Context: an optimization exercise on an open-source flow, tuned for small area. The choices shown serve that exercise and are no tape-out recipe. Only simulation tests tie the RTL to the original design; equivalence was not proved.

Setup of the previous run:
==> flow/design.v <==
module data(
input clr,input clk,
input [3:0]in_data,
input up,input down,input left,input right,
output reg death,output wire [3:0]out_data
    );
reg [3:0] state;
localparam STOP = 4'b1011, BIRTHSET = 4'b1000, BIRTH = 4'b1001, TRAP = 4'b1010;
wire any = up | down | left | right;
always @(posedge clk or posedge clr) begin
	if (clr) state <= STOP;
	else if (state == STOP) begin
		if (any) state <= 4'b0000;
	end
	else if (state == TRAP) begin
		if (!any) state <= STOP;
	end
	else state <= state + 4'd1;
end
reg       v_q, col_q, rev_q;
reg [1:0] idx_q;
reg       v, col, rev;
reg [1:0] idx;
wire d_col = up | down;
wire d_rev = up ? 1'b0 : down ? 1'b1 : left ? 1'b0 : 1'b1;
always @(*) begin
	v = v_q; col = col_q; rev = rev_q; idx = idx_q;
	if (state == STOP) v = 1'b0;
	else if (!state[3]) begin
		if (any) begin v = 1'b1; col = d_col; rev = d_rev; idx = state[1:0]; end
	end
	else if (state == BIRTHSET) begin
		if (any) begin
			v = 1'b1; rev = 1'b0;
			col = ~up & ~down;
			idx = {2{up | (~down & left)}};
		end
	end
end
always @(posedge clk) begin
	v_q <= v; col_q <= col; rev_q <= rev; idx_q <= idx;
end
reg [3:0] lab [0:15];
assign out_data = lab[in_data];
wire mm = v & (state[3:2] == 2'b00);		 
wire ms = v & (state[3:2] == 2'b01);		 
wire mb = v & ~rev & (state == BIRTH);		 
wire act = mm | ms | mb;
wire [3:0] rs, cs;	 
genvar g;
generate for (g = 0; g < 4; g = g + 1) begin : S
	assign rs[g] = ~col & (idx == g);
	assign cs[g] = col & (idx == g);
end endgenerate
wire [1:0] key = idx ^ {2{rev}};
wire [15:0] sel;
generate for (g = 0; g < 16; g = g + 1) begin : SL
	assign sel[g] = rs[g/4] | cs[g%4];
end endgenerate
wire [3:0] rb [0:3];
generate for (g = 0; g < 4; g = g + 1) begin : RB
	assign rb[g] = ({4{sel[0*4+(0^g)]}} & lab[0*4+(0^g)]) | ({4{sel[1*4+(1^g)]}} & lab[1*4+(1^g)])
	             | ({4{sel[2*4+(2^g)]}} & lab[2*4+(2^g)]) | ({4{sel[3*4+(3^g)]}} & lab[3*4+(3^g)]);
end endgenerate
wire [3:0] a = rb[key];
wire [3:0] b = rb[key ^ 2'd1];
wire [3:0] c = rb[key ^ 2'd2];
wire [3:0] d = rb[key ^ 2'd3];
wire [3:0] ya, yb, yc, yd;
wire full;
op u_op (.a(a), .b(b), .c(c), .d(d), .mm(mm), .ms(ms), .mb(mb),
	.ya(ya), .yb(yb), .yc(yc), .yd(yd), .full(full));
wire [3:0] yq [0:3];
assign yq[0] = ya; assign yq[1] = yb; assign yq[2] = yc; assign yq[3] = yd;
wire [3:0] wb [0:3];
generate for (g = 0; g < 4; g = g + 1) begin : WB
	assign wb[g] = yq[g ^ key];
end endgenerate
generate for (g = 0; g < 16; g = g + 1) begin : W
	wire en = act & sel[g];
	always @(posedge clk or posedge clr)
		if (clr) lab[g] <= 4'd1; else if (en) lab[g] <= wb[(g/4) ^ (g%4)];
end endgenerate
always @(posedge clk or posedge clr)
	if (clr) death <= 1'b0;
	else if (mb & full) death <= 1'b1;
endmodule
module op(input [3:0] a, b, c, d, input mm, ms, mb,
	output [3:0] ya, yb, yc, yd, output full);
wire a1 = a == 4'd1, b1 = b == 4'd1, c1 = c == 4'd1, d1 = d == 4'd1;
wire eab = a == b, ecd = c == d;
wire [3:0] x = c1 ? d : c;
wire [3:0] y = b1 ? a : b;
wire m_ab = mm & eab & ~a1;
wire m_cd = mm & ecd & ~c1;
wire m_yx = mm & ~eab & ~ecd & (y == x);
assign full = ~a1 & ~b1 & ~c1 & ~d1;
wire inc_a = m_ab | (m_yx & b1) | (mb & a1);
wire inc_b = (m_yx & ~b1) | (mb & ~a1 & b1);
wire inc_c = m_cd | (mb & ~a1 & ~b1 & c1);
wire inc_d = mb & ~a1 & ~b1 & ~c1 & d1;
wire one_b = m_ab;
wire one_c = m_yx & ~c1;
wire one_d = m_cd | (m_yx & c1);
reg [3:0] s0, s1, s2, s3;
always @(*) begin
	s0 = a; s1 = b; s2 = c; s3 = d;
	if (s0 != 4'd1) ;
	else if (s1 != 4'd1) begin s0 = s1; s1 = 4'd1; end
	else if (s2 != 4'd1) begin s0 = s2; s2 = 4'd1; end
	else begin s0 = s3; s3 = 4'd1; end
	if (s1 != 4'd1) ;
	else if (s2 != 4'd1) begin s1 = s2; s2 = 4'd1; end
	else begin s1 = s3; s3 = 4'd1; end
	if (s2 != 4'd1) ;
	else begin s2 = s3; s3 = 4'd1; end
end
assign ya = inc_a ? a + 4'd1 : ms ? s0 : a;
assign yb = inc_b ? b + 4'd1 : one_b ? 4'd1 : ms ? s1 : b;
assign yc = inc_c ? c + 4'd1 : one_c ? 4'd1 : ms ? s2 : c;
assign yd = inc_d ? 4'd2 : one_d ? 4'd1 : ms ? s3 : d;
endmodule
export LEC_CHECK = 0
export ABC_AREA = 1
export CAP_MARGIN = 20
export CORE_MARGIN = 2
export CORE_UTILIZATION = 40
export PLACE_DENSITY = 0.6
export SLEW_MARGIN = 20
create_clock -name core_clock -period 20.0 [get_ports {clk}]
standard.sh (not shown) runs the stock make flow with config.mk's settings and CLKGATE_MAP_FILE= SYNTH_SCRIPT=/design/flow/synth_recipe.tcl, a recipe that flattens the netlist after the stock synthesis.
==> flow/flow/run.sh <==
#!/bin/bash
# Layout: the standard flow (standard.sh) with an area-oriented ABC script
# for synthesis, no adder cells (ABC maps the adders), small clock buffers
# without dummy loads and buf_1 port buffers. Each make step logs to
# orfs/logs as usual; make's own output goes to flow_make.log.
set -euo pipefail
W=$(pwd)
rm -rf "$W/scripts_local"
cp -r "$FLOW_HOME/scripts" "$W/scripts_local"
cp "$W/flow/abc_area.script" "$W/scripts_local/abc_area.script"
export SCRIPTS_DIR="$W/scripts_local"
bash "$W/standard.sh" \
  "ADDER_MAP_FILE=" \
  "CTS_ARGS=-sink_clustering_enable -repair_clock_nets -dont_use_dummy_load -buf_list {sky130_fd_sc_hd__clkbuf_4 sky130_fd_sc_hd__clkbuf_8}" \
  "BUFFER_PORTS_ARGS=-buffer_cell sky130_fd_sc_hd__buf_1" \
  finish > "$W/flow_make.log" 2>&1
==> flow/flow/abc_area.script <==
strash
&get -n
&st
&deepsyn -T 120
&put
dch -f
amap
Input-level comparison between the current run and the previous run:
diff --git a/flow/design.v b/flow/design.v
--- a/flow/design.v
+++ b/flow/design.v
@@ -39,26 +39,31 @@
 end
 always @(posedge clk) begin
 	v_q <= v; col_q <= col; rev_q <= rev; idx_q <= idx;
 end
 reg [3:0] lab [0:15];
-assign out_data = lab[in_data];
+reg fresh;
+always @(posedge clk or posedge clr)
+	if (clr) fresh <= 1'b1;
+	else fresh <= 1'b0;
+wire [3:0] cell_out = lab[in_data];
+assign out_data = fresh ? 4'd1 : cell_out;
 wire mm = v & (state[3:2] == 2'b00);		 
 wire ms = v & (state[3:2] == 2'b01);		 
 wire mb = v & ~rev & (state == BIRTH);		 
 wire act = mm | ms | mb;
 wire [3:0] rs, cs;	 
 genvar g;
 generate for (g = 0; g < 4; g = g + 1) begin : S
 	assign rs[g] = ~col & (idx == g);
 	assign cs[g] = col & (idx == g);
 end endgenerate
-wire [1:0] key = idx ^ {2{rev}};
-wire [15:0] sel;
+wire [15:0] sel;	 
 generate for (g = 0; g < 16; g = g + 1) begin : SL
 	assign sel[g] = rs[g/4] | cs[g%4];
 end endgenerate
+wire [1:0] key = idx ^ {2{rev}};
 wire [3:0] rb [0:3];
 generate for (g = 0; g < 4; g = g + 1) begin : RB
 	assign rb[g] = ({4{sel[0*4+(0^g)]}} & lab[0*4+(0^g)]) | ({4{sel[1*4+(1^g)]}} & lab[1*4+(1^g)])
 	             | ({4{sel[2*4+(2^g)]}} & lab[2*4+(2^g)]) | ({4{sel[3*4+(3^g)]}} & lab[3*4+(3^g)]);
 end endgenerate
@@ -75,13 +80,13 @@
 wire [3:0] wb [0:3];
 generate for (g = 0; g < 4; g = g + 1) begin : WB
 	assign wb[g] = yq[g ^ key];
 end endgenerate
 generate for (g = 0; g < 16; g = g + 1) begin : W
-	wire en = act & sel[g];
-	always @(posedge clk or posedge clr)
-		if (clr) lab[g] <= 4'd1; else if (en) lab[g] <= wb[(g/4) ^ (g%4)];
+	always @(posedge clk)
+		if (fresh) lab[g] <= 4'd1;
+		else if (act & sel[g]) lab[g] <= wb[(g/4) ^ (g%4)];
 end endgenerate
 always @(posedge clk or posedge clr)
 	if (clr) death <= 1'b0;
 	else if (mb & full) death <= 1'b1;
 endmodule
==> comparison <==
Higher via total after detailed routing goes to the current run over the previous run.
The current run gives more relative slew slack than the previous run did.
Sequential share of layout area for the current run is lower than for the previous run.
Where first-pass GRT wire length is concerned, the previous run is better than the current run.

## static timing again, ports no longer ideal
The flow's constraints put no driver on any port. The routed layouts listed below were extracted and timed again, unchanged, in two steps.
Step 1, drivers: a clkbuf_16 drives clk and a buf_2 each remaining input, both assumed.
Step 2 also shifts input and output timing later by t, the mid clock arrival at the registers, as if the neighbouring blocks saw the same clock.
Slacks: ideal ports / drivers / drivers and shift; pairs: ideal ports / drivers.
| run | t, ns | setup slack, ns | worst hold slack (ns) |
|---|---|---|---|
| the previous run | 0.365 | 7.370 / 7.381 / 7.016 | 0.479 / 0.479 / 0.479 |
| the current run | 0.395 | 7.525 / 7.535 / 7.139 | 0.468 / 0.468 / 0.468 |
After both steps setup and hold are still met in every run listed. For the current run, which loses most, drivers alone change the setup slack by +0.010 ns; drivers and shift together by -0.386 ns.
